Background: an optimization exercise with open tools, aiming at small area. Do not read the settings as production practice.
The RTL was checked by simulation tests, not by an equivalence proof against the original design.
No activity file was given, so power comes from the tool's default toggle rates.

==> flow/design.v, too long to show whole: its modules and the start of the top module <==
// module sat_cnt64: 25 lines
// module dsp: 1574 lines
module dsp(o_filter_data, o_led, o_ber_samp_I, o_ber_samp_Q, o_ber_error_I, o_ber_error_Q, i_sw, i_rstn, clk);
  // ...
==> flow/flow/run.sh <==
#!/bin/bash
# Standard ORFS layout (the standard.sh, unchanged synthesis, floorplan,
# power grid, placement and routing) with two settings changed:
#  - every port is buffered with the smallest buffer, buf_1, instead of the
#    default clkdlybuf4s50_1;
#  - clock tree synthesis uses clkbuf_8 leaf buffers on clusters of up to 15
#    flip-flops and inserts no dummy loads.
# All output goes to standard_flow.log (ORFS keeps per-step logs in orfs/logs).
set -e
export BUFFER_PORTS_ARGS="-buffer_cell sky130_fd_sc_hd__buf_1"
export CTS_ARGS="-sink_clustering_enable -repair_clock_nets -dont_use_dummy_load -buf_list sky130_fd_sc_hd__clkbuf_8 -sink_clustering_size 15 -sink_clustering_max_diameter 60"
bash standard.sh finish > standard_flow.log 2>&1
==> flow/standard.sh <==
#!/bin/bash
# synth_recipe.tcl (not shown) runs the flow's synth.tcl, then flattens the netlist and writes it again
# the make line also repeats each setting of config.mk as NAME=value (left out here)
make -C /OpenROAD-flow-scripts/flow DESIGN_CONFIG=/design/flow/config.mk WORK_HOME=/design/flow/orfs CLKGATE_MAP_FILE= SYNTH_SCRIPT=/design/flow/synth_recipe.tcl "${@:-finish}"
==> flow/config.mk <==
export PLATFORM = sky130hd
export DESIGN_NAME = dsp
export DESIGN_NICKNAME = dsp
export VERILOG_FILES = /design/flow/design.v
export SDC_FILE = /design/flow/constraint.sdc
export NUM_CORES = 4
export LEC_CHECK = 0
export CAP_MARGIN = 20
export CORE_MARGIN = 2
export CORE_UTILIZATION = 70
export GPL_ROUTABILITY_DRIVEN = 0
export GPL_TIMING_DRIVEN = 0
export PLACE_DENSITY = 0.8
export SLEW_MARGIN = 20
==> flow/constraint.sdc <==
create_clock -name core_clock -period 12.0 [get_ports {clk}]
set_input_delay 2.4000 -clock core_clock [delete_from_list [all_inputs] [get_ports {clk}]]
set_output_delay 2.4000 -clock core_clock [all_outputs]
set_load 0.01 [all_outputs]
==> results.sh, run 1 <==
export IMPL_whs_path_depth=1
export IMPL_finalPower_w=0.00165
export IMPL_grt_pass1_vias=10100
export IMPL_synth_top_family_by_area="simple AND/OR/NAND/NOR gates"
export IMPL_status="finished clean"
export IMPL_syn_area_per_cell_um2=10.4
export IMPL_cp_slowest_cell="buf_1"
export IMPL_critPathBufInv=6
export IMPL_cts_root_buf="clkbuf_8"
export IMPL_gr_max_usage_layer="met2"
export IMPL_fin_crit_sh_pct=52.3
export IMPL_htree_num_levels=1
export IMPL_grt_max_degree=28
export IMPL_drt_first_iter_violations=524
export IMPL_r2r_start="u_BER_u_err_I.q[5]"
export IMPL_r2r_cells=15
export IMPL_skew_ns=0.0553
export IMPL_yosysSeqAreaShare_pct=45.6
export IMPL_synthDistinctLibCells=64
export IMPL_place_area_mm2=0.0149
export IMPL_areaGrowthSynthToFinish_pct=12.6
export IMPL_die_h_um=143
export IMPL_synthAdderAreaFrac_pct=17.2
export IMPL_maxUsedRoutingLayer="met4"
export IMPL_postCtsSetupBuffers=0
export IMPL_fin_util_pct=80.9
export IMPL_drtPass1Iterations=5
export IMPL_syn_nets=1497
export IMPL_synth_simple_area_share_pct=18.9
export IMPL_worstMarginPinSlew_ns=0.934
export IMPL_grt_first_pass_wirelength_um=50200
export IMPL_power_leader="sequential cells"
export IMPL_finalCriticalPeriod_ns=6.28
export IMPL_route_met2_wl_um=15700
export IMPL_clkbuf_count=23
export IMPL_synth_top_cell_by_area="dfxtp_1"
export IMPL_pwr_group_clock_w=0.000466
export IMPL_path_clk_slew_ns=0.08
export IMPL_layout_nets=1803
==> inputs of run 2 (changes only) <==
--- a/flow/config.mk
+++ b/flow/config.mk
@@ -10,4 +10,2 @@
 export CORE_UTILIZATION = 70
-export GPL_ROUTABILITY_DRIVEN = 0
-export GPL_TIMING_DRIVEN = 0
 export PLACE_DENSITY = 0.8
==> run 2 against run 1 <==
Compared with the run above: final cell count down 6.5%; sequential cell count unchanged; global-route usage down 1.9 points; clock power up 1%; critical endpoint unchanged; register-to-register slack better by 0.03 ns; synthesized area unchanged; first-iteration DRC count up 22%; wire length down 5.8%; via count down 3.8%.
==> results.sh, run 2 <==
export IMPL_use_met1_pct=37.7
export IMPL_synth_top_cells_by_area="dfxtp_1 (36%), ha_1 (17%), edfxtp_1 (10%)"
export IMPL_antenna_found_initial=0
export IMPL_clk_path_buf_depth=3
export IMPL_grt_met2_usage_pct=48.6
export IMPL_yosysMostFrequentCell="dfxtp_1"
export IMPL_io_pins=282
export IMPL_drive_gt1_share_pct=4.16
export IMPL_synth_async_sr_flop_share_pct=0
export IMPL_critical_path_max_fanout=29
export IMPL_clock_sinks=286
export IMPL_grt_pass1_vias=9189
export IMPL_clk_latency_ns=0.56
export IMPL_setup_ws_ns=5.59
export IMPL_drtPass1Iterations=5
export IMPL_final_cell_mix="buf_1 (281), dfxtp_1 (241), ha_1 (184)"
export IMPL_fin_crit_sh_pct=53.4
export IMPL_status="finished clean"
export IMPL_io_buffers=281
export IMPL_layout_cells_most_common="buf_1"
export IMPL_antenna_left=0
export IMPL_start_kind="primary input"
export IMPL_post_place_cells=1726
export IMPL_ys_flop_type="dfxtp_1"
export IMPL_via_per_inst=5.81
export IMPL_die_h_um=143
export IMPL_tns_ns=0
export IMPL_synth_top_cell_by_area="dfxtp_1"
export IMPL_drt_first_iter_violations=640
export IMPL_path_clk_slew_ns=0.09
export IMPL_drc_errors=0
export IMPL_synth_area_mm2=0.0135
export IMPL_drv_cap=0
export IMPL_areaGrowthSynthToFinish_pct=7.57
export IMPL_drt_total_wl_um=30200
export IMPL_postCtsSetupBuffers=0
export IMPL_grt_use_total_pct=28.7
export IMPL_hold_class="reg -> reg"
export IMPL_rsz0062_at_grt="false"
export IMPL_routedWlPerCell_um=17.2
export IMPL_finalCriticalPeriod_ns=6.41
export IMPL_overflow=0
export IMPL_cts_resized=0
export IMPL_hold_slack_ns=0.442
export IMPL_cts_root_buf="clkbuf_8"
export IMPL_synth_edf_count=45
export IMPL_gr_max_usage_layer="met2"
export IMPL_grt_first_pass_wirelength_um=47200
export IMPL_die_width_um=143
export IMPL_top_regs="u_BER_u_err_I.q: 64 flops, u_BER_u_err_Q.q: 64 flops, u_BER_u_samp.q: 64 flops"
export IMPL_ir_worst_vdd_mv=0.110
export IMPL_initial_utilization_pct=71.9
export IMPL_gp_congestion=0.902
export IMPL_finalHoldViolCount=0
export IMPL_yosys_top_cells_count="dfxtp_1 (241), ha_1 (184), and3_1 (171)"
export IMPL_synthDominantCellAreaShare_pct=35.7
export IMPL_required_ns=9.60
export IMPL_setup_viol=0
export IMPL_syn_area_per_cell_um2=10.4
export IMPL_crit_type="in -> out"
export IMPL_dieArea_mm2=0.0205
export IMPL_fin_cells=1750
export IMPL_met3_usage_pct=5.70
export IMPL_vias=10200
export IMPL_cts_tree="built"
export IMPL_syn_nets=1497
export IMPL_worstPathArrival_ns=4.01
export IMPL_powerDensity_mw_per_mm2=113
export IMPL_synth_seq_cells=286
export IMPL_rows=50
export IMPL_relSlewSlack_pct=34.2
export IMPL_netlist_instances=1307
export IMPL_grt_max_degree=101
export IMPL_fmax_ghz=0.156
export IMPL_ys_warn_count=2
export IMPL_skew_ns=0.0391
export IMPL_yosysSeqAreaShare_pct=45.6
export IMPL_cts_made_buffers=24
export IMPL_antenna_cells=0
export IMPL_p_leak_nw=6.98
export IMPL_layout_nets=1682
export IMPL_synthDistinctLibCells=64
export IMPL_core_mm2=0.0188
export IMPL_cts_hold_buf=0
export IMPL_critPathCaptureType="primary output"
export IMPL_htree_num_levels=1
export IMPL_hpwl_um=21800
export IMPL_post_place_ws_ns=5.62
export IMPL_slew_violations=0
export IMPL_worstMarginPinSlew_ns=0.985
==> run 2: where the power goes <==
group,switching [W],internal [W],total [W]
sequential,0.0000263,0.000996,0.00102
combinational,0.000108,0.0000421,0.000150
clock,0.000293,0.000179,0.000471
==> run 2: path summary, 6_finish.rpt <==
| check | to | cells past startpoint | start | slack [ns] |
|---|---|---|---|---|
| setup / recovery | o_led[0] | 3 | i_rstn | 5.59 |
| hold / removal | u_control_counter[0] | 1 | u_control_counter[0] | 0.44 |
| setup reg to reg | u_BER_u_err_I.q[7] | 15 | u_BER_u_err_I.q[3] | 7.84 |
| hold reg to reg | u_control_counter[0] | 1 | u_control_counter[0] | 0.44 |
==> run 2: layout make-up <==
type | count | area (um^2)
Clock buffer | 24 | 330
Fill cell | 1323 | 4280
Inverter | 40 | 150
Multi-Input combinational cell | 853 | 6470
Sequential cell | 286 | 6180
Tap cell | 260 | 325
Timing Repair Buffer | 287 | 1100
==> run 2: kinds of logic after synthesis <==
family	after synthesis	synth area share [%]
AND/OR/NAND/NOR	462	18.9
AO/OA/AOI/OAI	124	5.84
buffers and inverters	168	6.60
multiplexers	30	2.59
flip-flops	286	45.6
XOR/XNOR	51	3.30
adder cells (fa/ha/maj)	186	17.2
==> run 2: through the flow <==
step | power (W) | instance area, um^2 | util, %
after floorplan | 0.00114 | 13500 | -
after global placement | 0.00119 | 14200 | 75.5
after detailed placement | 0.00119 | 14200 | 75.5
after CTS | 0.00165 | 14600 | 77.3
after global routing | 0.00170 | 14600 | 77.3
final | 0.00164 | 14600 | 77.3
==> run 2: worst max-delay path: stages <==
cell and delay (ns):
buf_1 0.62, inv_1 0.70, buf_1 0.28
==> run 2: metal layers <==
layer  routed length, um  up-vias
met5                   0        -
li1                    -     4944
met4                 721        0
met1               12600     4880
met3                1880       51
met2               14900      296
==> inputs of run 3 (changes only) <==
--- a/flow/config.mk
+++ b/flow/config.mk
@@ -9,4 +9,4 @@
 export CORE_MARGIN = 2
-export CORE_UTILIZATION = 70
-export PLACE_DENSITY = 0.8
+export CORE_UTILIZATION = 85
+export PLACE_DENSITY = 0.9
 export SLEW_MARGIN = 20
==> run 3 against run 2 <==
Compared with the run above: still clean; synthesized cell count did not move; synthesized area did not move; non-clock buffer count fell by 2; core utilization rose by 15 points; sequential cell count did not move; worst setup slack improved by 0.0095 ns; via count rose by 12%; final cell count fell by 2.7%; final area fell by 0.54%; sequential power barely moved; count of clock-buffer cells in the layout fell by 1; critical path type unchanged; largest cell class unchanged.
==> results.sh, run 3 <==
export IMPL_status="finished clean"
export IMPL_setup_viol=0
export IMPL_grt_max_degree=132
export IMPL_drtPass1Iterations=6
export IMPL_dieArea_mm2=0.0169
export IMPL_areaGrowthSynthToFinish_pct=6.99
export IMPL_postCtsSetupBuffers=0
export IMPL_r2r_start="u_BER_u_err_I.q[6]"
export IMPL_fin_cells=1703
export IMPL_p_sw_w=0.000445
export IMPL_skew_ns=0.0613
export IMPL_initial_utilization_pct=86.1
export IMPL_p_int_w=0.00121
export IMPL_gp_congestion=0.917
export IMPL_io_buffers=281
export IMPL_post_place_cells=1680
export IMPL_synth_edf_count=45
export IMPL_cts_tree="built"
export IMPL_ys_flop_type="dfxtp_1"
export IMPL_die_h_um=130
export IMPL_path_clk_slew_ns=0.09
export IMPL_antenna_found_initial=0
export IMPL_required_ns=9.60
export IMPL_drv_cap=0
export IMPL_start_kind="primary input"
export IMPL_use_met1_pct=50.6
export IMPL_via_per_inst=6.70
export IMPL_netlist_instances=1307
export IMPL_synthDominantCellAreaShare_pct=35.7
export IMPL_hold_slack_ns=0.421
export IMPL_antenna_cells=0
export IMPL_grt_use_total_pct=42.9
export IMPL_cts_resized=0
export IMPL_hold_class="reg -> reg"
export IMPL_layout_cells_most_common="buf_1"
export IMPL_finalCriticalPeriod_ns=6.40
export IMPL_gr_max_usage_layer="met2"
export IMPL_clk_path_buf_depth=3
export IMPL_critPathLaunch="i_rstn"
export IMPL_critical_path_max_fanout=29
export IMPL_syn_nets=1497
export IMPL_drt_first_iter_violations=1285
export IMPL_worstPathArrival_ns=4.00
export IMPL_synth_async_sr_flop_share_pct=0
export IMPL_drive_gt1_share_pct=4.03
export IMPL_power_share_switching_pct=26.9
export IMPL_synth_seq_cells=286
export IMPL_grt_first_pass_wirelength_um=56700
export IMPL_tns_ns=0
export IMPL_drc_errors=0
export IMPL_synthDistinctLibCells=64
export IMPL_ys_warn_count=2
export IMPL_core_mm2=0.0157
export IMPL_fin_util_pct=92.1
export IMPL_synth_top_cell_by_area="dfxtp_1"
export IMPL_fin_crit_sh_pct=53.4
export IMPL_die_width_um=130
export IMPL_cts_made_buffers=23
export IMPL_hpwl_um=24100
export IMPL_r2r_cells=15
export IMPL_p_leak_nw=6.96
export IMPL_p_clk_share_pct=28.6
export IMPL_pwr_share_seq_pct=62.1
export IMPL_rsz0062_at_grt="false"
export IMPL_whs_path_depth=1
export IMPL_relSlewSlack_pct=25.7
export IMPL_grt_pass1_vias=10800
export IMPL_synth_top_cells_by_area="dfxtp_1 (36%), ha_1 (17%), edfxtp_1 (10%)"
export IMPL_final_cell_mix="buf_1 (281), dfxtp_1 (241), ha_1 (184)"
export IMPL_clock_sinks=286
export IMPL_rows=46
export IMPL_vias=11400
export IMPL_p_comb_share_pct=9.3
export IMPL_htree_num_levels=1
export IMPL_powerDensity_mw_per_mm2=114
export IMPL_slew_violations=0
export IMPL_crit_type="in -> out"
export IMPL_yosysSeqAreaShare_pct=45.6
export IMPL_yosysMostFrequentCell="dfxtp_1"
export IMPL_cts_root_buf="clkbuf_8"
export IMPL_top_regs="u_BER_u_err_I.q: 64 flops, u_BER_u_err_Q.q: 64 flops, u_BER_u_samp.q: 64 flops"
export IMPL_yosys_top_cells_count="dfxtp_1 (241), ha_1 (184), and3_1 (171)"
export IMPL_layout_nets=1679
export IMPL_antenna_left=0
export IMPL_overflow=0
export IMPL_syn_area_per_cell_um2=10.4
export IMPL_met3_usage_pct=8.32
export IMPL_io_pins=282
export IMPL_worstMarginPinSlew_ns=1.11
export IMPL_routedWlPerCell_um=22.2
export IMPL_drt_total_wl_um=37800
export IMPL_clk_latency_ns=0.57
export IMPL_finalHoldViolCount=0
export IMPL_grt_met2_usage_pct=72.5
export IMPL_cts_hold_buf=0
export IMPL_worst_hold_startpoint="u_control_counter[0]"
export IMPL_critPathCaptureType="primary output"
export IMPL_ir_worst_vdd_mv=0.111
export IMPL_synth_area_mm2=0.0135
export IMPL_fmax_ghz=0.156
==> run 3: cell types whose count changed in the layout (fill, tap and decap cells not counted), sizes merged <==
cell,previous run,this run
buf,287,285
clkbuf,24,23
==> run 3: layout make-up <==
cell class / instances / area, um^2
Sequential cell: 286 / 6180
Timing Repair Buffer: 285 / 1080
Tap cell: 216 / 270
Multi-Input combinational cell: 853 / 6480
Fill cell: 602 / 1240
Inverter: 40 / 150
Clock buffer: 23 / 317
==> run 3: power by group through the flow <==
| stage | registers, W | clock network (W) | logic, W |
|---|---|---|---|
| after floorplan | 0.00103 | 0 | 0.000109 |
| after global placement | 0.00104 | 0 | 0.000139 |
| after detailed placement | 0.00105 | 0 | 0.000144 |
| after CTS | 0.00102 | 0.000465 | 0.000147 |
| after global routing | 0.00103 | 0.000501 | 0.000161 |
| final | 0.00103 | 0.000473 | 0.000153 |
==> run 3: per-stage QoR <==
stage          cell area [um^2]  worst slack [ns]  power, W
6_report                  14500              5.60   0.00165
5_1_grt                   14500              5.43   0.00169
4_1_cts                   14500              5.64   0.00164
3_5_place_dp              14200              5.58   0.00119
3_3_place_gp              14200              5.64   0.00118
2_1_floorplan             13500              6.42   0.00114
==> run 3: worst paths after layout <==
path,to,slack [ns]
setup / recovery,o_led[0],5.60
hold / removal,u_control_counter[0],0.42
setup reg to reg,u_BER_u_err_I.q[15],7.58
hold reg to reg,u_control_counter[0],0.42
==> run 3: logic make-up (layout without fill, tap and decap cells) <==
logic type	after synthesis	in the layout	synth area share, %
compound gates	124	124	5.84
mux	30	30	2.59
flops	286	286	45.6
fa+ha+maj	186	186	17.2
buf+inv	168	348	6.60
simple gates	462	462	18.9
xor+xnor	51	51	3.30
==> run 3: per-layer routing <==
metal	share of wire, %	up-vias
met5	0	-
met4	7.6	0
met3	10	264
met2	47	878
met1	35	5335
li1	-	4935
==> run 3: critical path, stage by stage <==
cell and delay, ns:
buf_1 0.61, inv_1 0.69, buf_1 0.30

afterwards: timing with drivers on the ports:
In the flow no input, the clock included, has a driving cell. The finished layouts below were timed again as built, in two steps.
Step 1 sets driving cells, clkbuf_16 on the clock port and buf_2 on the other inputs (assumed; they add their load-dependent delay and slew).
Step 2 times the ports against the registers' clock, not the clock port: input delays grow and output delays shrink by t, the midpoint of the rising clock arrivals with the driver on.
Three values: ideal, step 1, step 2; two values: the first two.
| run | shift t [ns] | slack for setup (ns) | hold WS [ns] | latest minus earliest clock arrival (ns) |
|---|---|---|---|---|
| run 1 | 0.583 | 5.720 / 5.701 / 5.701 | 0.428 / 0.428 / 0.428 | 0.056 / 0.057 |
| run 2 | 0.572 | 5.587 / 5.560 / 5.560 | 0.442 / 0.442 / 0.442 | 0.056 / 0.057 |
| run 3 | 0.585 | 5.597 / 5.569 / 5.375 | 0.421 / 0.421 / 0.421 | 0.062 / 0.062 |
After both steps every run listed still meets setup and hold. The setup slack of run 3, which loses most, moves by -0.028 ns with the drivers and by -0.222 ns with both steps.
